Context: an optimization exercise on an open-source flow, tuned for small area, a short achievable clock period and few clock cycles. The choices shown serve that exercise and are no tape-out recipe.
No run shown here included a check of the RTL's function; only the layout flow was run.
Power figures rest on the tool's default switching activity, not on a simulated workload.

==> flow/design.v <==
module modular_reduction #(
    parameter DATA_WIDTH = 48,
    parameter Q_WIDTH    = 23
) (
    input  wire clk,
    input  wire rst_n,
    input  wire start,
    output reg  done,
    input  wire [DATA_WIDTH-1:0] data_in,
    output wire [Q_WIDTH-1:0]    data_out
);
  wire [47:0] x = data_in;
  wire [47:0] nx = ~data_in;
  wire ks0, kc0, ks1, kc1, ks2, kc2, ks3, kc3, ks4, kc4, ks5, kc5, ks6, kc6, ks7, kc7, ks8, kc8, ks9, kc9, ks10, kc10, ks11, kc11, ks12, kc12, ks13, kc13, ks14, kc14, ks15, kc15, ks16, kc16, hs0, hc0, fs0, fc0, hs1, hc1, hs2, hc2, hs3, hc3, fs1, fc1, hs4, hc4, fs2, fc2, fs3, fc3, fs4, fc4, fs5, fc5, fs6, fc6, hs5, hc5, fs7, fc7, hs6, hc6, hs7, hc7, hs8, hc8, hs9, hc9, hs10, hc10, fs8, fc8, fs9, fc9, fs10, fc10, fs11, fc11, hs11, hc11, hs12, hc12, hs13, hc13, hs14, hc14, hs15, hc15, hs16, hc16, hs17, hc17, hs18, hc18, fs12, fc12, fs13, fc13, fs14, fc14, fs15, fc15, fs16, fc16, fs17, fc17, fs18, fc18, fs19, fc19, fs20, fc20, fs21, fc21, hs19, hc19, fs22, fc22, fs23, fc23, fs24, fc24, fs25, fc25, fs26, fc26, fs27, fc27, fs28, fc28, fs29, fc29, fs30, fc30, fs31, fc31, fs32, fc32, fs33, fc33, fs34, fc34, fs35, fc35, fs36, fc36, fs37, fc37, fs38, fc38, fs39, fc39, fs40, fc40, fs41, fc41, fs42, fc42, fs43, fc43, fs44, fc44;
  assign ks0 = x[25] ^ x[35];
  assign kc0 = x[25] & x[35];
  assign ks1 = x[28] ^ x[38];
  assign kc1 = x[28] & x[38];
  assign ks2 = x[29] ^ x[39];
  assign kc2 = x[29] & x[39];
  assign ks3 = x[30] ^ x[40];
  assign kc3 = x[30] & x[40];
  assign ks4 = x[31] ^ x[41];
  assign kc4 = x[31] & x[41];
  assign ks5 = x[32] ^ x[42];
  assign kc5 = x[32] & x[42];
  assign ks6 = x[33] ^ x[43];
  assign kc6 = x[33] & x[43];
  assign ks7 = x[34] ^ x[44];
  assign kc7 = x[34] & x[44];
  assign ks8 = x[35] ^ x[45];
  assign kc8 = x[35] & x[45];
  assign ks9 = x[36] ^ kc8;
  assign kc9 = x[36] & kc8;
  assign ks10 = x[37] ^ x[46];
  assign kc10 = x[37] & x[46];
  assign ks11 = x[38] ^ x[47];
  assign kc11 = x[38] & x[47];
  assign ks12 = x[40] ^ x[41];
  assign kc12 = x[40] & x[41];
  assign ks13 = x[42] ^ kc12;
  assign kc13 = x[42] & kc12;
  assign ks14 = x[43] ^ kc13;
  assign kc14 = x[43] & kc13;
  assign ks15 = x[44] ^ kc14;
  assign kc15 = x[44] & kc14;
  assign ks16 = x[45] ^ kc15;
  assign kc16 = x[45] & kc15;
  assign hs0 = x[0] ^ x[46];
  assign hc0 = x[0] & x[46];
  fa3 u_fs0 (.a(x[24]), .b(x[34]), .c(x[44]), .s(fs0), .co(fc0));
  assign hs1 = ~x[26] ^ ~x[36];
  assign hc1 = ~x[26] & ~x[36];
  assign hs2 = ~x[27] ^ ~x[37];
  assign hc2 = ~x[27] & ~x[37];
  assign hs3 = x[13] ^ x[23];
  assign hc3 = x[13] & x[23];
  fa3 u_fs1 (.a(x[14]), .b(x[24]), .c(x[34]), .s(fs1), .co(fc1));
  assign hs4 = x[44] ^ ~ks10;
  assign hc4 = x[44] & ~ks10;
  fa3 u_fs2 (.a(x[15]), .b(x[25]), .c(x[35]), .s(fs2), .co(fc2));
  fa3 u_fs3 (.a(~x[45]), .b(kc10), .c(ks11), .s(fs3), .co(fc3));
  fa3 u_fs4 (.a(x[16]), .b(x[26]), .c(x[36]), .s(fs4), .co(fc4));
  fa3 u_fs5 (.a(x[39]), .b(~x[46]), .c(kc11), .s(fs5), .co(fc5));
  fa3 u_fs6 (.a(x[17]), .b(x[27]), .c(x[37]), .s(fs6), .co(fc6));
  assign hs5 = x[40] ^ x[47];
  assign hc5 = x[40] & x[47];
  fa3 u_fs7 (.a(x[18]), .b(x[28]), .c(x[38]), .s(fs7), .co(fc7));
  assign hs6 = x[19] ^ x[29];
  assign hc6 = x[19] & x[29];
  assign hs7 = x[20] ^ x[30];
  assign hc7 = x[20] & x[30];
  assign hs8 = x[21] ^ x[31];
  assign hc8 = x[21] & x[31];
  assign hs9 = x[22] ^ x[32];
  assign hc9 = x[22] & x[32];
  assign hs10 = ~x[23] ^ ~x[33];
  assign hc10 = ~x[23] & ~x[33];
  fa3 u_fs8 (.a(x[1]), .b(x[47]), .c(hc0), .s(fs8), .co(fc8));
  fa3 u_fs9 (.a(x[45]), .b(ks0), .c(fc0), .s(fs9), .co(fc9));
  fa3 u_fs10 (.a(~x[3]), .b(x[46]), .c(kc0), .s(fs10), .co(fc10));
  fa3 u_fs11 (.a(x[4]), .b(hc1), .c(hs2), .s(fs11), .co(fc11));
  assign hs11 = x[5] ^ hc2;
  assign hc11 = x[5] & hc2;
  assign hs12 = x[6] ^ ~kc1;
  assign hc12 = x[6] & ~kc1;
  assign hs13 = x[7] ^ ~kc2;
  assign hc13 = x[7] & ~kc2;
  assign hs14 = x[8] ^ ~kc3;
  assign hc14 = x[8] & ~kc3;
  assign hs15 = x[9] ^ ~kc4;
  assign hc15 = x[9] & ~kc4;
  assign hs16 = x[10] ^ ~kc5;
  assign hc16 = x[10] & ~kc5;
  assign hs17 = x[11] ^ ~kc6;
  assign hc17 = x[11] & ~kc6;
  assign hs18 = x[12] ^ ~kc7;
  assign hc18 = x[12] & ~kc7;
  fa3 u_fs12 (.a(x[33]), .b(x[43]), .c(hs3), .s(fs12), .co(fc12));
  fa3 u_fs13 (.a(hc3), .b(fs1), .c(hs4), .s(fs13), .co(fc13));
  fa3 u_fs14 (.a(fc1), .b(fs2), .c(hc4), .s(fs14), .co(fc14));
  fa3 u_fs15 (.a(fc2), .b(fs4), .c(~fc3), .s(fs15), .co(fc15));
  fa3 u_fs16 (.a(hs5), .b(fc4), .c(fs6), .s(fs16), .co(fc16));
  fa3 u_fs17 (.a(hc5), .b(fc6), .c(fs7), .s(fs17), .co(fc17));
  fa3 u_fs18 (.a(x[39]), .b(hs6), .c(fc7), .s(fs18), .co(fc18));
  fa3 u_fs19 (.a(x[40]), .b(hc6), .c(hs7), .s(fs19), .co(fc19));
  fa3 u_fs20 (.a(x[41]), .b(hc7), .c(hs8), .s(fs20), .co(fc20));
  fa3 u_fs21 (.a(x[42]), .b(hc8), .c(hs9), .s(fs21), .co(fc21));
  assign hs19 = hs0 ^ hs10;
  assign hc19 = hs0 & hs10;
  fa3 u_fs22 (.a(hc10), .b(~fs0), .c(fs8), .s(fs22), .co(fc22));
  fa3 u_fs23 (.a(x[2]), .b(fc8), .c(~fs9), .s(fs23), .co(fc23));
  fa3 u_fs24 (.a(~hs1), .b(fs10), .c(fc9), .s(fs24), .co(fc24));
  fa3 u_fs25 (.a(x[47]), .b(fc10), .c(~fs11), .s(fs25), .co(fc25));
  fa3 u_fs26 (.a(~ks1), .b(hs11), .c(fc11), .s(fs26), .co(fc26));
  fa3 u_fs27 (.a(~ks2), .b(hc11), .c(hs12), .s(fs27), .co(fc27));
  fa3 u_fs28 (.a(~ks3), .b(hc12), .c(hs13), .s(fs28), .co(fc28));
  fa3 u_fs29 (.a(~ks4), .b(hc13), .c(hs14), .s(fs29), .co(fc29));
  fa3 u_fs30 (.a(~ks5), .b(hc14), .c(hs15), .s(fs30), .co(fc30));
  fa3 u_fs31 (.a(~ks6), .b(hc15), .c(hs16), .s(fs31), .co(fc31));
  fa3 u_fs32 (.a(~ks7), .b(hc16), .c(hs17), .s(fs32), .co(fc32));
  fa3 u_fs33 (.a(~ks8), .b(hc17), .c(hs18), .s(fs33), .co(fc33));
  fa3 u_fs34 (.a(hc18), .b(~ks9), .c(fs12), .s(fs34), .co(fc34));
  fa3 u_fs35 (.a(~kc9), .b(fc12), .c(fs13), .s(fs35), .co(fc35));
  fa3 u_fs36 (.a(~fs3), .b(fc13), .c(fs14), .s(fs36), .co(fc36));
  fa3 u_fs37 (.a(~fs5), .b(fc14), .c(fs15), .s(fs37), .co(fc37));
  fa3 u_fs38 (.a(~fc5), .b(fs16), .c(fc15), .s(fs38), .co(fc38));
  fa3 u_fs39 (.a(~ks12), .b(fc16), .c(fs17), .s(fs39), .co(fc39));
  fa3 u_fs40 (.a(~ks13), .b(fc17), .c(fs18), .s(fs40), .co(fc40));
  fa3 u_fs41 (.a(~ks14), .b(fs19), .c(fc18), .s(fs41), .co(fc41));
  fa3 u_fs42 (.a(fc19), .b(fs20), .c(~ks15), .s(fs42), .co(fc42));
  fa3 u_fs43 (.a(fc20), .b(fs21), .c(~ks16), .s(fs43), .co(fc43));
  fa3 u_fs44 (.a(hc9), .b(fc21), .c(kc16), .s(fs44), .co(fc44));
  wire [24:0] ra = {fc44, fc43, fc42, fc41, fc40, fc39, fc38, fc37, fc36, fc35, fc34, fc33, fc32, fc31, fc30, fc29, fc28, fc27, fc26, ~fc25, ~fc24, fc23, fc22, hc19, hs19};
  wire [24:0] rb = {kc16, fs44, fs43, fs42, fs41, fs40, fs39, fs38, fs37, fs36, fs35, fs34, fs33, fs32, fs31, fs30, fs29, fs28, fs27, fs26, ~fs25, ~fs24, fs23, fs22, ~x[43]};
  wire [24:0] y_next;
  wire [24:0] g0 = ra & rb;
  wire [24:0] p0 = ra ^ rb;
  wire G0_1 = g0[1] | (p0[1] & g0[0]);
  wire G0_3 = g0[3] | (p0[3] & g0[2]);
  wire P0_3 = p0[3] & p0[2];
  wire G0_5 = g0[5] | (p0[5] & g0[4]);
  wire P0_5 = p0[5] & p0[4];
  wire G0_7 = g0[7] | (p0[7] & g0[6]);
  wire P0_7 = p0[7] & p0[6];
  wire G0_9 = g0[9] | (p0[9] & g0[8]);
  wire P0_9 = p0[9] & p0[8];
  wire G0_11 = g0[11] | (p0[11] & g0[10]);
  wire P0_11 = p0[11] & p0[10];
  wire G0_13 = g0[13] | (p0[13] & g0[12]);
  wire P0_13 = p0[13] & p0[12];
  wire G0_15 = g0[15] | (p0[15] & g0[14]);
  wire P0_15 = p0[15] & p0[14];
  wire G0_17 = g0[17] | (p0[17] & g0[16]);
  wire P0_17 = p0[17] & p0[16];
  wire G0_19 = g0[19] | (p0[19] & g0[18]);
  wire P0_19 = p0[19] & p0[18];
  wire G0_21 = g0[21] | (p0[21] & g0[20]);
  wire P0_21 = p0[21] & p0[20];
  wire G0_23 = g0[23] | (p0[23] & g0[22]);
  wire P0_23 = p0[23] & p0[22];
  wire G1_3 = G0_3 | (P0_3 & G0_1);
  wire G1_7 = G0_7 | (P0_7 & G0_5);
  wire P1_7 = P0_7 & P0_5;
  wire G1_11 = G0_11 | (P0_11 & G0_9);
  wire P1_11 = P0_11 & P0_9;
  wire G1_15 = G0_15 | (P0_15 & G0_13);
  wire P1_15 = P0_15 & P0_13;
  wire G1_19 = G0_19 | (P0_19 & G0_17);
  wire P1_19 = P0_19 & P0_17;
  wire G1_23 = G0_23 | (P0_23 & G0_21);
  wire P1_23 = P0_23 & P0_21;
  wire G2_7 = G1_7 | (P1_7 & G1_3);
  wire G2_15 = G1_15 | (P1_15 & G1_11);
  wire P2_15 = P1_15 & P1_11;
  wire G2_23 = G1_23 | (P1_23 & G1_19);
  wire P2_23 = P1_23 & P1_19;
  wire G3_15 = G2_15 | (P2_15 & G2_7);
  wire G6_23 = G2_23 | (P2_23 & G3_15);
  wire G7_11 = G1_11 | (P1_11 & G2_7);
  wire G7_19 = G1_19 | (P1_19 & G3_15);
  wire G8_5 = G0_5 | (P0_5 & G1_3);
  wire G8_9 = G0_9 | (P0_9 & G2_7);
  wire G8_13 = G0_13 | (P0_13 & G7_11);
  wire G8_17 = G0_17 | (P0_17 & G3_15);
  wire G8_21 = G0_21 | (P0_21 & G7_19);
  wire G9_2 = g0[2] | (p0[2] & G0_1);
  wire G9_4 = g0[4] | (p0[4] & G1_3);
  wire G9_6 = g0[6] | (p0[6] & G8_5);
  wire G9_8 = g0[8] | (p0[8] & G2_7);
  wire G9_10 = g0[10] | (p0[10] & G8_9);
  wire G9_12 = g0[12] | (p0[12] & G7_11);
  wire G9_14 = g0[14] | (p0[14] & G8_13);
  wire G9_16 = g0[16] | (p0[16] & G3_15);
  wire G9_18 = g0[18] | (p0[18] & G8_17);
  wire G9_20 = g0[20] | (p0[20] & G7_19);
  wire G9_22 = g0[22] | (p0[22] & G8_21);
  wire G9_24 = g0[24] | (p0[24] & G6_23);
  wire [24:0] cy = {G6_23, G9_22, G8_21, G9_20, G7_19, G9_18, G8_17, G9_16, G3_15, G9_14, G8_13, G9_12, G7_11, G9_10, G8_9, G9_8, G2_7, G9_6, G8_5, G9_4, G1_3, G9_2, G0_1, g0[0], 1'b0};
  assign y_next = p0 ^ cy;
  reg [24:0] y;
  always @(posedge clk) begin
    y <= y_next;
  end
  always @(posedge clk or negedge rst_n) begin
    if (!rst_n) done <= 1'b0;
    else        done <= start;
  end
  wire [2:0]  yh = y[24:23];
  wire [9:0]  H  = y[22:13];
  wire [12:0] L  = y[12:0];
  wire        allH = &H[9:3];
  wire        Lnz  = |L[12:3];
  wire upc, up, b3, c16, b3_0, b3_1, b13_0, b13_1, c16_0, c16_1;
  wire [2:0] l3, h3, l3_0, l3_1, h3_0, h3_1;
  wire [3:0] dl0 = {1'b0, L[2:0]} - {1'b0, yh};           
  wire [3:0] dl1 = {1'b0, L[2:0]} - {1'b0, yh} - 4'd1;    
  wire [3:0] sh  = {1'b0, H[2:0]} + {1'b0, yh};           
  assign up = allH & (sh[3] | ((sh[2:0] == 3'd7) & (Lnz | (~dl0[3] & (|dl0[2:0])))));
  assign b3_0 = dl0[3];
  assign b3_1 = dl1[3];
  assign l3_0 = dl0[2:0];
  assign l3_1 = dl1[2:0];
  assign b13_0 = b3_0 & ~Lnz;
  assign b13_1 = b3_1 & ~Lnz;
  wire [3:0] sh0 = sh - {3'd0, b13_0};
  wire [3:0] sh1 = sh + 4'd1 - {3'd0, b13_1};
  assign c16_0 = sh0[3];
  assign c16_1 = sh1[3];
  assign h3_0 = sh0[2:0];
  assign h3_1 = sh1[2:0];
  assign b3 = up ? b3_1 : b3_0;
  assign l3 = up ? l3_1 : l3_0;
  assign c16 = up ? c16_1 : c16_0;
  assign h3 = up ? h3_1 : h3_0;
  wire [9:0]  fl;
  wire [9:0]  zl;                        
  genvar gi;
  assign zl[0] = 1'b1;
  generate
    for (gi = 1; gi < 10; gi = gi + 1) begin : g_zl
      assign zl[gi] = zl[gi-1] & ~L[gi+2];
    end
  endgenerate
  generate
    for (gi = 0; gi < 10; gi = gi + 1) begin : g_dec
      if (gi == 0) begin : g0
        assign fl[gi] = b3;
      end else begin : gn
        assign fl[gi] = b3 & zl[gi];
      end
    end
  endgenerate
  wire [9:0]  mid = L[12:3] ^ fl;
  wire [6:0]  fh;
  wire [6:0]  ah;                        
  assign ah[0] = 1'b1;
  generate
    for (gi = 1; gi < 7; gi = gi + 1) begin : g_ah
      assign ah[gi] = ah[gi-1] & H[gi+2];
    end
  endgenerate
  generate
    for (gi = 0; gi < 7; gi = gi + 1) begin : g_inc
      if (gi == 0) begin : g0
        assign fh[gi] = c16;
      end else begin : gn
        assign fh[gi] = c16 & ah[gi];
      end
    end
  endgenerate
  wire [6:0]  hi = H[9:3] ^ fh;
  assign data_out = {hi, h3, mid, l3};
endmodule
module fa3 (
    input  wire a,
    input  wire b,
    input  wire c,
    output wire s,
    output wire co
);
  assign s  = a ^ b ^ c;
  assign co = (a & b) | (a & c) | (b & c);
endmodule
==> flow/flow/run.sh <==
#!/bin/bash
# Own layout flow: the standard flow with these changes.
#  - Synthesis: the standard flow's synthesis script, except that Yosys's extract_fa runs
#    only inside module fa3 (the RTL's full adder), which is kept as its own
#    module until the final flatten, so every fa3 becomes one
#    sky130_fd_sc_hd__fa_1 and all other logic is left to abc (no half adders
#    and no inverters forced around extracted adders). Everything else,
#    including the final flatten and renaming, is synth_recipe.tcl as given.
#  - If flow/abc.script exists, abc runs it instead of ORFS's abc script.
#  - Port buffers: plain sky130_fd_sc_hd__buf_1 instead of the buffer that
#    buffer_ports picks by itself (a 0.5 ns clkdlybuf4s50_1).
# Each tool's output goes to standard.log (make) and ORFS's own logs.
set -euo pipefail
W=$PWD
S="$FLOW_HOME/scripts/synth.tcl"
grep -q 'extract_fa {\*}\[dont_use_extract_fa_args\]' "$S"
grep -q '^  log_cmd abc {\*}$abc_args$' "$S"
ABC_SED=()
if [[ -f "$W/flow/abc.script" ]]; then
  ABC_SED=(-e "s#^  log_cmd abc {\*}\$abc_args\$#  lset abc_args 1 $W/flow/abc.script\n  log_cmd abc {*}\$abc_args#")
fi
sed -e 's/extract_fa {\*}\[dont_use_extract_fa_args\]/extract_fa -fa fa3/' "${ABC_SED[@]}" \
  "$S" > "$W/own_synth_body.tcl"
sed "s#source \$::env(SCRIPTS_DIR)/synth.tcl#source $W/own_synth_body.tcl#" \
  "$W/synth_recipe.tcl" > "$W/own_synth.tcl"
grep -q "own_synth_body.tcl" "$W/own_synth.tcl"
bash standard.sh "SYNTH_SCRIPT=$W/own_synth.tcl" "SYNTH_KEEP_MODULES=fa3" \
  "BUFFER_PORTS_ARGS=-buffer_cell sky130_fd_sc_hd__buf_1" finish > standard.log 2>&1
==> flow/flow/abc.script <==
&get -n
&st
&dch
&nf -a
&put
topo
stime -c
buffer -c
upsize -c
dnsize -c
==> flow/standard.sh <==
#!/bin/bash
# synth_recipe.tcl (not shown) runs the flow's synth.tcl, then flattens the netlist and writes it again
# the make line also repeats each setting of config.mk as NAME=value (left out here)
make -C /OpenROAD-flow-scripts/flow DESIGN_CONFIG=/design/flow/config.mk WORK_HOME=/design/flow/orfs CLKGATE_MAP_FILE= SYNTH_SCRIPT=/design/flow/synth_recipe.tcl "${@:-finish}"
==> flow/config.mk <==
export PLATFORM = sky130hd
export DESIGN_NAME = modular_reduction
export DESIGN_NICKNAME = modular_reduction
export VERILOG_FILES = /design/flow/design.v
export SDC_FILE = /design/flow/constraint.sdc
export NUM_CORES = 4
export LEC_CHECK = 0
export ABC_AREA = 1
export CAP_MARGIN = 20
export CORE_MARGIN = 2
export CORE_UTILIZATION = 40
export SETUP_SLACK_MARGIN = 0.6
export SLEW_MARGIN = 20
==> flow/constraint.sdc <==
create_clock -name core_clock -period 5.0 [get_ports {clk}]
set_input_delay 1.0000 -clock core_clock [delete_from_list [all_inputs] [get_ports {clk}]]
set_output_delay 1.0000 -clock core_clock [all_outputs]
set_load 0.01 [all_outputs]
==> results of run 1 <==
metal layers:
| layer | share of wire | up-vias | wire [um] |
|---|---|---|---|
| met5 | 0 | - | 0 |
| met4 | 0.021 | 0 | 167 |
| met3 | 0.039 | 10 | 315 |
| met2 | 0.49 | 68 | 4000 |
| met1 | 0.45 | 1333 | 3620 |
| li1 | - | 1461 | - |
Yosys stat by module, one instance, submodules excluded:
module | cell area, um^2 | times used
modular_reduction | 2550 | 1
fa3 | 20.0 | 45
placed cells by master, fill, tap and decap left out, types with 3 or more instances in the layout:
cell	instances
clkbuf_8	4
xor2_1	24
nor2_1	61
a21o_1	3
o21ai_0	16
xnor2_2	3
buf_1	70
or4_1	3
dfxtp_1	25
or2_2	5
nor2b_1	3
fa_1	44
inv_1	10
a31oi_1	3
buf_4	13
and3_1	4
nand2_1	37
buf_6	3
nand3_1	7
o21ai_1	3
xnor2_1	54
a21oi_1	8
nand2b_1	5
and2_1	23
power by group through the flow:
stage                     Clock, mW  Combinational [mW]  Sequential, mW
after floorplan                   0                1.17           0.396
after global placement            0                1.46           0.414
after detailed placement          0                1.48           0.418
after CTS                     0.140                1.51           0.412
after global routing          0.146                1.78           0.431
final                         0.134                1.59           0.417
final cells by class:
| type | instances | area share |
|---|---|---|
| well taps | 105 | 0.0320 |
| inverters | 10 | 0.00914 |
| clock buffers | 4 | 0.0134 |
| flip-flops and latches | 26 | 0.128 |
| repair buffers | 88 | 0.101 |
| multi-input cells | 348 | 0.717 |
kinds of logic (layout without fill, tap and decap cells):
kind of cell	Yosys count	in the layout	share of synthesized area
compound gates	54	54	0.119
fa+ha+maj	49	49	0.273
buf+inv	13	102	0.0145
simple gates	163	163	0.230
flops	26	26	0.152
xor+xnor	82	82	0.212
sequential cells by signal, indices dropped and copies added, names as in the netlist:
name  count
y        25
done      1
timing repair:
action                     CTS  global route
pin swaps                    3            13
gates cloned                 0             0
setup endpoints to repair    4             8
setup buffers                3             6
resized for setup            1            25
how the worst min path moves through the flow:
stage	to	slack [ps]	cells after the start
2_1_floorplan	done	700	0
3_3_place_gp	done	760	1
3_5_place_dp	done	760	1
4_1_cts	done	470	1
5_1_grt	done	480	1
6_report	done	470	1
metrics by stage:
stage	cell area [um^2]	setup slack, ps	util
finish	4110	692	0.495
detailed placement	3900	235	0.470
floorplan	3460	651	-
global placement	3900	292	0.470
CTS	3980	657	0.480
global route	4110	580	0.495
cells in the mapped netlist (2+ instances only):
master / number
maj3_1: 3
a31oi_1: 3
or4_1: 3
and3_1: 4
nor2_1: 61
o21a_1: 2
xor2_1: 24
or2_2: 6
fa_1: 45
dfxtp_1: 25
inv_1: 10
a21oi_1: 8
xnor2_1: 57
o211ai_1: 2
o31ai_4: 2
nand2b_1: 5
a211oi_1: 2
and4_1: 2
nand2_1: 37
nand3_1: 7
and2_1: 23
o21ai_0: 16
nor4_1: 3
a21o_1: 3
nor2b_1: 3
nor3_1: 3
o21ai_1: 3
o21ai_2: 2
o41ai_1: 2
clkbuf_1: 2
==> flow_metrics.tcl, run 1 <==
set metrics [dict create \
    status "finished clean" \
    finalPower_mw 2.14 \
    grt_max_degree 15 \
    synth_top_area_share 0.261 \
    grtUsageMet2 0.312 \
    maxSlewHeadroom 0.365 \
    gr-usage-met3 0.0173 \
    worst-path-buf-inv 3 \
    place_congestion 0.876 \
    pwr-share-clk 0.063 \
    rows 33 \
    crit_end "y[19]" \
    cts_buffer_depth 2 \
    seq_area_frac_synth 0.152 \
    io_buffers 74 \
    placed_cells 568 \
    yosys_warnings 1 \
    die-area_um2 9400 \
    critical_path.max_stage_delay_ps 510 \
    slowest_stage "fa_1" \
    syn_avg_cell_area_um2 8.93 \
    syn_nets 483 \
    numClockSinks 26 \
    hpwlAfterDp_mm 7.13 \
    internal_power_mw 1.13 \
    netlist_instances 387 \
    area.sequential_um2 526 \
    cts_inserted_buffers 3 \
    synth.distinct_cells 49 \
    powerDensity_nw_per_um2 521 \
    combPwrFrac 0.743 \
    ir_drop_mv 0.170 \
    period_minus_slack_ps 4310 \
    path_depth 15 \
    cts_hold_buf 0 \
    grt_use_met1 0.222 \
    p_sw_mw 1.01 \
    rsz0062_at_grt "no" \
    busiest_layer "met2" \
    slew_viol_final 0 \
    start_util 0.416 \
    tritoncts "done" \
    htree_levels 1 \
    synth_area_um2 3460 \
    route.antenna.remaining_nets 0 \
    die_w_um 97.0 \
    path_clk_slew_ps 90 \
    clock-root-buffer "clkbuf_8" \
    tns_ps 0 \
    hold_viol 0 \
    worst-path-max-fanout 3 \
    worst_pin_slew_ps 944 \
    drt-total-wl_mm 8.10 \
    whs_ps 473 \
    wire_per_inst_um 13.9 \
    n_antenna_cell 0 \
    core_area_um2 8300 \
    nNetsFinal 573 \
    hp-class "in2async" \
    crit_path_cell_trace "buf_8 -> fa_2 -> fa_1 -> inv_1 -> fa_1 -> xor2_1 -> and3b_2 -> a211oi_4 -> o31ai_4 -> buf_6 -> a31oi_4 -> nor3_2 -> or2_4 -> maj3_2 -> xnor2_1" \
    cp-startpoint "data_in[34]" \
    multi_input_area_um2 2940 \
    seqPwrFrac 0.195 \
    endpoint_kind "flip-flop" \
    setup_viol 0 \
    crit_type "in2reg" \
    synth_area_leaders "fa_1 26%, dfxtp_1 14%, xnor2_1 14%" \
    viasPerCell 4.94 \
    overflow 0 \
    yosys_register_bits 26 \
    grt_pass1_vias 2897 \
    cp-start-kind "primary input" \
    required_ps 5160 \
    fillerInstances 808 \
    drc 0 \
    num_io_pins 75 \
    die_h_um 97.0 \
    path_delay_family "adder cells" \
    drt-pass1-iter-count 4 \
    p_leak_nw 1.57 \
    ys.flop_type "dfxtp_1" \
    cp_data_arrival_time_ps 4470 \
    synth_top_area_cell "fa_1" \
    drive_gt1_frac 0.103 \
    antenna_found_initial 0 \
    synth-edff-count 0 \
    switching_share 0.470 \
    max_cap_violations 0 \
    final_cells 581 \
    period_share 0.862 \
    grt_pass1_wl_mm 13.4 \
    syn_to_final_growth_pct 18.9 \
    synthArstFlopShare 0.0385 \
    vias 2872 \
    first_iter_violations 62 \
    max_freq_mhz 232 \
    crit_path_frequent_cell "fa_1" \
    grt_use_total 0.174 \
]
==> run 2: changes to the inputs <==
--- a/flow/config.mk
+++ b/flow/config.mk
@@ -9,5 +9,5 @@
 export CAP_MARGIN = 20
 export CORE_MARGIN = 2
 export CORE_UTILIZATION = 40
-export SETUP_SLACK_MARGIN = 0.6
+export SETUP_SLACK_MARGIN = 0.8
 export SLEW_MARGIN = 20
==> flow_metrics.tcl, run 2 <==
set metrics [dict create \
    status "finished clean" \
    finalPower_mw 2.17 \
    ys_top_cells_by_count "61 x nor2_1, 57 x xnor2_1, 45 x fa_1" \
    cp-start-kind "primary input" \
    top_regs "y: 25 flops, done: 1 flops" \
    cp_data_arrival_time_ps 4300 \
    powerDensity_nw_per_um2 522 \
    antenna_found_initial 0 \
    post_dp_cell_area_um2 3910 \
    drt-pass1-iter-count 4 \
    num_io_pins 75 \
    worst_pin_slew_ps 673 \
    n_antenna_cell 0 \
    first_iter_violations 129 \
    synth_area_um2 3460 \
    endpoint_kind "flip-flop" \
    ir_drop_mv 0.159 \
    synth.distinct_cells 49 \
    grt_max_degree 15 \
    drive_gt1_frac 0.128 \
    rows 33 \
    synth-edff-count 0 \
    period_share 0.829 \
    vias 2899 \
    slew_viol_final 0 \
    yosysMostFrequentCell "nor2_1" \
    ys.flop_type "dfxtp_1" \
    largest_reg_flops 25 \
    viasPerCell 5.00 \
    syn_nets 483 \
    htree_levels 1 \
    nNetsFinal 572 \
    setup_viol 0 \
    slowest_stage "fa_2" \
    synth_area_leaders "fa_1 26%, dfxtp_1 14%, xnor2_1 14%" \
    path_depth 14 \
    cts_inserted_buffers 3 \
    io_buffers 74 \
    fillerInstances 828 \
    crit_type "in2reg" \
    path_delay_family "adder cells" \
    finish.utilization 0.501 \
    start_util 0.416 \
    hold_viol 0 \
    required_ps 5150 \
    crit_path_cell_trace "buf_8 -> fa_2 -> fa_1 -> inv_1 -> fa_2 -> xor2_2 -> and3b_2 -> a211oi_4 -> o31ai_4 -> a31oi_4 -> nor3_2 -> or2_4 -> maj3_2 -> xnor2_1" \
    syn_to_final_growth_pct 20.4 \
    clock-root-buffer "clkbuf_8" \
    synth_top_area_cell "fa_1" \
    core_area_um2 8300 \
    worst-path-max-fanout 4 \
    die-area_um2 9400 \
    max_freq_mhz 241 \
    max_cap_violations 0 \
    gr-usage-met3 0.0188 \
    synthArstFlopShare 0.0385 \
    drc 0 \
    die_w_um 97.0 \
    rsz0062_at_grt "yes" \
    yosys_warnings 1 \
    busiest_layer "met2" \
    hp-class "in2async" \
    route.antenna.remaining_nets 0 \
    top_register "y" \
    design_area_um2 4160 \
    yosys_register_bits 26 \
    maxSlewHeadroom 0.547 \
    hpwlAfterDp_mm 7.46 \
    wire_per_inst_um 14.5 \
    p_leak_nw 1.60 \
    final_common_cell "buf_1" \
    grt_pass1_wl_mm 13.7 \
    grtUsageMet2 0.329 \
    grt_use_met1 0.221 \
    final_cell_mix "67 x buf_1, 60 x nor2_1, 51 x xnor2_1" \
    path_clk_slew_ps 90 \
    grt_pass1_vias 2940 \
    die_h_um 97.0 \
    tritoncts "done" \
    critical_path.max_stage_delay_ps 550 \
    drt-total-wl_mm 8.44 \
    cts_buffer_depth 2 \
    synth_top_area_share 0.261 \
    syn_avg_cell_area_um2 8.93 \
    place_congestion 0.906 \
    netlist_instances 387 \
    period_minus_slack_ps 4140 \
    overflow 0 \
    numClockSinks 26 \
    grt_use_total 0.179 \
    tns_ps 0 \
    crit_path_frequent_cell "fa_2" \
    worst-path-buf-inv 2 \
    seq_area_frac_synth 0.152 \
]
-- run 2: changes by cell type in the layout (fill, tap and decap cells not counted), moves of 2 or more --
cell / previous run / this run
xnor2_2: 3 / 5
xnor2_1: 54 / 51
buf_1: 70 / 67
dfxtp_2: 0 / 2
dfxtp_1: 25 / 23
clkbuf_2: 1 / 3
-- run 2: how the worst max path moves through the flow --
stage,start,end,slack (ps)
after detailed placement,data_in[44],y[19],230
final,data_in[24],y[19],860
after global placement,data_in[44],y[19],310
after CTS,data_in[24],y[19],800
after floorplan,data_in[24],y[19],650
after global routing,data_in[24],y[19],750
-- run 2: stage by stage --
| stage | std cells | setup slack, ps | hold WS (ps) |
|---|---|---|---|
| final | 580 | 856 | 480 |
| after global routing | 580 | 749 | 474 |
| after CTS | 576 | 797 | 482 |
| after detailed placement | 569 | 230 | 784 |
| after global placement | 569 | 315 | 763 |
| after floorplan | 387 | 653 | 704 |
-- run 2: per-module statistics from Yosys, one instance, submodules excluded --
| module | cell area (um^2) | flops+latches | copies in the design |
|---|---|---|---|
| modular_reduction | 2550 | 26 | 1 |
| fa3 | 20.0 | 0 | 45 |
-- run 2: timing repair --
| item | in CTS | in global routing |
|---|---|---|
| gates resized for setup | 6 | 33 |
| setup buffers | 3 | 4 |
| pin swaps | 4 | 2 |
| endpoints found under the setup margin | 9 | 10 |
| hold buffers | 0 | 0 |
-- run 2: cell families (layout without fill, tap and decap cells) --
family,count (synthesis),in the layout,share of synthesized area
and+or+nand+nor,163,163,0.230
xor gates and xnor gates,82,82,0.212
AOI/OAI and AO/OA,54,54,0.119
adders and majority gates,49,49,0.273
DFF,26,26,0.152
buffers and inverters,13,101,0.0145
-- run 2: where the power goes --
part / total, mW / leakage, nW / switching [mW] / internal [mW]
clock network: 0.122 / 0.0228 / 0.0646 / 0.0570
registers: 0.427 / 0.223 / 0.0981 / 0.329
logic: 1.62 / 1.36 / 0.867 / 0.755
-- run 2: metal layers --
| layer | vias to the layer above | wire (um) |
|---|---|---|
| met5 | - | 0 |
| met4 | 0 | 170 |
| met3 | 8 | 320 |
| met2 | 66 | 4370 |
| met1 | 1376 | 3570 |
| li1 | 1449 | - |
-- run 2: area by class of cell --
| type | count | area (um^2) | share of cell area |
|---|---|---|---|
| multi-input combinational | 348 | 3010 | 0.724 |
| sequential | 26 | 528 | 0.127 |
| timing repair buffer | 87 | 407 | 0.0977 |
| tap | 105 | 131 | 0.0316 |
| clock buffer | 4 | 45.0 | 0.0108 |
| inverter | 10 | 37.5 | 0.00902 |
==> run 3: changes to the inputs <==
==> flow/flow/abc.script (replaced) <==
&get -n
&st
&dch
&nf -a
&put
topo
stime -c
buffer -c
upsize -c
dnsize -c
strash
dch
map
topo
stime -c
buffer -c
upsize -c
dnsize -c
==> flow_metrics.tcl, run 3 <==
set metrics [dict create \
    status "finished clean" \
    synth_top_area_share 0.236 \
    grt_pass1_vias 3381 \
    worst_pin_slew_ps 734 \
    preCtsSetupSlack_ps 538 \
    drt-pass1-iter-count 4 \
    synthArstFlopShare 0.0385 \
    final_cell_mix "121 x nor2_1, 89 x nand2_1, 70 x inv_1" \
    p_leak_nw 2.01 \
    start_util 0.413 \
    cts_buffer_depth 2 \
    syn_nets 614 \
    maxSlewHeadroom 0.506 \
    period_share 0.792 \
    cp-start-kind "primary input" \
    antenna_found_initial 0 \
    netlist_instances 518 \
    ys_top_cells_by_count "125 x nor2_1, 89 x nand2_1, 70 x inv_1" \
    ir_drop_mv 0.145 \
    seq_area_frac_synth 0.138 \
    post_dp_cell_area_um2 4250 \
    largest_reg_flops 25 \
    top_regs "y: 25 flops, done: 1 flops" \
    yosys_register_bits 26 \
    synth_area_um2 3810 \
    io_buffers 74 \
    n_antenna_cell 0 \
    cp_data_arrival_time_ps 4130 \
    numClockSinks 26 \
    drc 0 \
    final_common_cell "nor2_1" \
    cts_inserted_buffers 3 \
    tritoncts "done" \
    first_iter_violations 117 \
    syn_avg_cell_area_um2 7.36 \
    die-area_um2 10300 \
    die_w_um 102 \
    final_cells 725 \
    route.antenna.remaining_nets 0 \
    overflow 0 \
    setup_viol 0 \
    cp-startpoint "data_in[25]" \
    ys.flop_type "dfxtp_1" \
    max_cap_violations 0 \
    grt_pass1_wl_mm 15.5 \
    syn_to_final_growth_pct 14.0 \
    path_clk_slew_ps 90 \
    synth-edff-count 0 \
    die_h_um 102 \
    design_area_um2 4350 \
    placed_cells 721 \
    num_io_pins 75 \
    crit_type "in2reg" \
    hp-class "in2async" \
    top_register "y" \
    whs_ps 474 \
    nNetsFinal 693 \
    max_freq_mhz 252 \
    rsz0062_at_grt "no" \
    hold_viol 0 \
    synth_area_leaders "fa_1 24%, dfxtp_1 13%, nor2_1 12%" \
    worst-path-max-fanout 3 \
    grt_use_total 0.192 \
    clock-root-buffer "clkbuf_8" \
    place_congestion 0.879 \
    core_area_um2 9240 \
    setup_ws_ps 1040 \
    slew_viol_final 0 \
    viasPerCell 4.65 \
    period_minus_slack_ps 3960 \
    drive_gt1_frac 0.109 \
    wire_per_inst_um 12.5 \
    grt_max_degree 16 \
    synth.distinct_cells 50 \
    powerDensity_nw_per_um2 464 \
    vias 3373 \
    yosysMostFrequentCell "nor2_1" \
    finalPower_mw 2.02 \
    drt-total-wl_mm 9.08 \
    required_ps 5170 \
    tns_ps 0 \
    hpwlAfterDp_mm 8.26 \
    finish.utilization 0.471 \
    rows 35 \
    synth_top_area_cell "fa_1" \
    yosys_warnings 1 \
    endpoint_kind "flip-flop" \
    htree_levels 1 \
]
==> run 3: worst max path at each step <==
| stage | endpoint | cells past startpoint |
|---|---|---|
| 2_1_floorplan | y[23] | 15 |
| 3_3_place_gp | y[23] | 20 |
| 3_5_place_dp | y[23] | 20 |
| 4_1_cts | y[23] | 20 |
| 5_1_grt | y[23] | 19 |
| 6_report | y[23] | 16 |
==> run 3: critical path: stages <==
cell	delay, ps
buf_1	190
fa_1	480
fa_1	540
fa_1	440
and2_1	180
nor2_2	100
inv_1	90
nor4_4	190
nand4_2	160
o21bai_1	200
a21oi_1	160
o21bai_1	100
nand3_1	130
nand2_1	70
nand2_1	60
nand2_1	40
==> run 3: what timing repair did <==
| action | in CTS | in global routing |
|---|---|---|
| gates resized for setup | 0 | 12 |
| hold buffers | 0 | 0 |
| endpoints found under the setup margin | 0 | 9 |
| buffers inserted | 0 | 0 |
==> run 3: power by group <==
part           switching (mW)  leakage [nW]  total (mW)  internal, mW
registers              0.0699         0.223       0.391         0.321
logic                   0.901          1.75        1.46         0.558
clock network          0.0622        0.0357       0.169         0.107
total                    1.03          2.01        2.02         0.987
==> run 3: final cells by class <==
cell class,instances,area (um^2)
clock buffer,3,41.3
multi-input combinational,419,3030
clock inverter,1,30.0
timing repair buffer,74,285
sequential,26,526
tap,129,161
inverter,73,274
fill,938,4890
==> run 3: Yosys stat by module (local to each module, per instance) <==
| module | cell area (um^2) | flops+latches |
|---|---|---|
| fa3 | 20.0 | 0 |
| modular_reduction | 2910 | 26 |
==> run 3: cells by family (layout without fill, tap and decap cells) <==
family                   Yosys count  in the layout  synth area share
AO/OA/AOI/OAI                     62             62             0.127
buffers and inverters             73            151            0.0719
AND/OR/NAND/NOR                  270            270             0.327
flip-flops                        26             26             0.138
XOR/XNOR                          42             42             0.100
adder cells (fa/ha/maj)           45             45             0.236
==> run 3: layer usage <==
metal / global-route usage / vias to the layer above / part of all wire / routed length, um
met5: 0 / - / 0 / 0
li1: - / 1763 / - / -
met3: 0.0117 / 4 / 0.031 / 280
met2: 0.339 / 65 / 0.48 / 4360
met1: 0.261 / 1541 / 0.48 / 4370
met4: 0.0343 / 0 / 0.0073 / 66
==> run 4: changes to the inputs <==
==> flow/flow/abc.script (replaced) <==
strash
dch
map -a
topo
stime -c
buffer -c
upsize -c
dnsize -c
==> flow_metrics.tcl, run 4 <==
set metrics [dict create \
    seq_area_frac_synth 0.146 \
    start_util 0.412 \
    rows 34 \
    cp-startpoint "data_in[38]" \
    slowest_stage "fa_1" \
    top_regs "y: 25 flops, done: 1 flops" \
    setup_viol 0 \
    htree_levels 1 \
    period_share 0.821 \
    ys_top_cells_by_count "149 x nor2_1, 92 x inv_1, 78 x nand2_1" \
    grt_use_total 0.180 \
    max_freq_mhz 243 \
    grt_pass1_wl_mm 14.2 \
    first_iter_violations 106 \
    nNetsFinal 704 \
    final_common_cell "nor2_1" \
    status "finished clean" \
    syn_avg_cell_area_um2 6.90 \
    critical_path.max_stage_delay_ps 460 \
    slew_viol_final 0 \
    rsz0062_at_grt "yes" \
    die_w_um 98.8 \
    worst-path-max-fanout 3 \
    powerDensity_nw_per_um2 448 \
    place_congestion 0.857 \
    yosys_register_bits 26 \
    synthArstFlopShare 0.0385 \
    drt-pass1-iter-count 4 \
    yosysMostFrequentCell "nor2_1" \
    yosys_warnings 1 \
    numClockSinks 26 \
    die_h_um 98.8 \
    die-area_um2 9760 \
    synth.distinct_cells 39 \
    crit_end "y[24]" \
    synth_top_area_cell "fa_1" \
    core_area_um2 8720 \
    ir_drop_mv 0.159 \
    vias 3312 \
    num_io_pins 75 \
    preCtsSetupSlack_ps 418 \
    path_clk_slew_ps 100 \
    tns_ps 0 \
    synth-edff-count 0 \
    maxSlewHeadroom 0.730 \
    setup_ws_ps 893 \
    crit_path_cell_trace "buf_1 -> inv_1 -> nor2_1 -> nor2_1 -> fa_1 -> inv_1 -> fa_1 -> fa_1 -> and2_1 -> a21oi_1 -> nor2_1 -> a211oi_2 -> o31ai_4 -> nand3_2 -> nand2_2 -> a221oi_2 -> xor2_1" \
    top_register "y" \
    tritoncts "done" \
    drt-total-wl_mm 8.42 \
    synth_top_area_share 0.251 \
    max_cap_violations 0 \
    synth_area_um2 3590 \
    worst-path-buf-inv 3 \
    hold_viol 0 \
    cts_inserted_buffers 3 \
    synth_area_leaders "fa_1 25%, nor2_1 16%, dfxtp_1 14%" \
    endpoint_kind "flip-flop" \
    largest_reg_flops 25 \
    final_cell_mix "140 x nor2_1, 92 x inv_1, 78 x nand2_1" \
    overflow 0 \
    netlist_instances 521 \
    grt_max_degree 16 \
    ys.flop_type "dfxtp_1" \
    io_buffers 74 \
    p_leak_nw 2.02 \
    required_ps 5210 \
    worst_pin_slew_ps 405 \
    cts_hold_buf 0 \
    grt_pass1_vias 3199 \
    path_depth 17 \
    drive_gt1_frac 0.0906 \
    fillerInstances 928 \
    crit_type "in2reg" \
    clock-root-buffer "clkbuf_8" \
    cp_data_arrival_time_ps 4320 \
    path_delay_family "adder cells" \
    hp-class "in2async" \
    n_antenna_cell 0 \
    route.antenna.remaining_nets 0 \
    hpwlAfterDp_mm 7.53 \
    drc 0 \
    antenna_found_initial 0 \
    wire_per_inst_um 11.8 \
    cp-start-kind "primary input" \
    viasPerCell 4.63 \
    period_minus_slack_ps 4110 \
    syn_to_final_growth_pct 16.9 \
    syn_nets 617 \
    cts_buffer_depth 2 \
]
## run 4: changes by cell type in the layout (fill, tap and decap cells not counted), sizes merged, moves of 3 or more
| cell | change |
|---|---|
| inv | +23 |
| nor2 | +19 |
| nand2 | -15 |
| o21ai | -14 |
| buf | +11 |
| a21boi | -8 |
| a21oi | +8 |
| nand3 | -6 |
| nor3 | +4 |
| a211oi | +3 |
| clkbuf | -3 |
| nand4 | -3 |
| o21bai | -3 |
## run 4: final cells by class
type	count	area [um^2]	area share
Multi-Input combinational cell	399	2760	0.657
Sequential cell	26	527	0.125
Clock inverter	1	30.0	0.00715
Timing Repair Buffer	82	345	0.0822
Inverter	96	360	0.0858
Clock buffer	3	41.3	0.00983
Tap cell	108	135	0.0322
## run 4: logic make-up (layout without fill, tap and decap cells)
logic type | after synthesis | after routing | synth area share
AO/OA/AOI/OAI | 44 | 44 | 0.0822
AND/OR/NAND/NOR | 271 | 271 | 0.326
XOR/XNOR | 39 | 39 | 0.0951
buffers and inverters | 96 | 182 | 0.100
flip-flops | 26 | 26 | 0.146
adder cells (fa/ha/maj) | 45 | 45 | 0.251
## run 4: how the worst min path moves through the flow
stage	slack [ps]	endpoint	start
finish	470	done	rst_n
global route	480	done	rst_n
CTS	470	done	rst_n
detailed placement	760	done	rst_n
global placement	760	done	rst_n
floorplan	700	done	rst_n
## run 4: Yosys stat by module, one instance, submodules excluded
module	area, um^2	times used	flip-flops and latches
fa3	20.0	45	0
modular_reduction	2690	1	26
## run 4: routing by layer
layer,vias to the layer above,part of all wire,track usage,wire (um)
met2,76,0.48,0.323,4060
li1,1740,-,-,-
met4,0,0.014,0.0358,117
met1,1488,0.45,0.236,3760
met3,8,0.057,0.0184,482
met5,-,0,0,0
## run 4: metrics by stage
stage | total power [mW] | cell area (um^2) | instances | util | hold WS (ps)
2_1_floorplan | 1.35 | 3590 | 521 | - | 704
3_3_place_gp | 1.63 | 4010 | 704 | 0.460 | 763
3_5_place_dp | 1.65 | 4010 | 704 | 0.460 | 765
4_1_cts | 1.87 | 4140 | 713 | 0.474 | 470
5_1_grt | 2.08 | 4200 | 715 | 0.482 | 477
6_report | 1.88 | 4200 | 715 | 0.482 | 474
## run 4: what timing repair did
item,in CTS,in global routing
gates resized for setup,6,17
hold endpoints to repair,0,0
setup buffers,5,2
setup endpoints to repair,2,21
pin swaps,6,7
## run 4: power breakdown
part,switching (mW),internal (mW),leakage (nW)
Combinational,0.780,0.526,1.76
Clock,0.0673,0.107,0.0357
Sequential,0.0801,0.323,0.223
Total,0.927,0.956,2.02

-- static timing again, ports no longer ideal --
In the flow no input, the clock included, has a driving cell. The finished layouts below were timed again as built, in two steps.
Step 1 sets driving cells, clkbuf_16 on the clock port and buf_2 on the other inputs (assumed; they add their load-dependent delay and slew).
Step 2 adds t to the input delays and takes it off the output delays; t is the mean of the earliest and latest rising clock arrival at the registers after step 1. Input paths then give back, and output paths get back, about the clock's delay inside the block.
a / b / c = ideal / step 1 / step 2; a / b = the first two.
run	shift t [ns]	slack for setup (ns)	hold WS [ns]	worst setup path after step 2
run 1	0.298	0.692 / 0.677 / 0.379	0.473 / 0.465 / 0.763	input to register
run 2	0.296	0.856 / 0.841 / 0.545	0.480 / 0.480 / 0.776	input to register
run 3	0.296	1.038 / 1.047 / 0.751	0.474 / 0.466 / 0.762	input to register
run 4	0.300	0.893 / 0.904 / 0.604	0.474 / 0.467 / 0.767	input to register
After both steps every run listed still meets setup and hold. For run 1, which loses most, drivers alone change the setup slack by -0.015 ns; drivers and shift together by -0.313 ns.
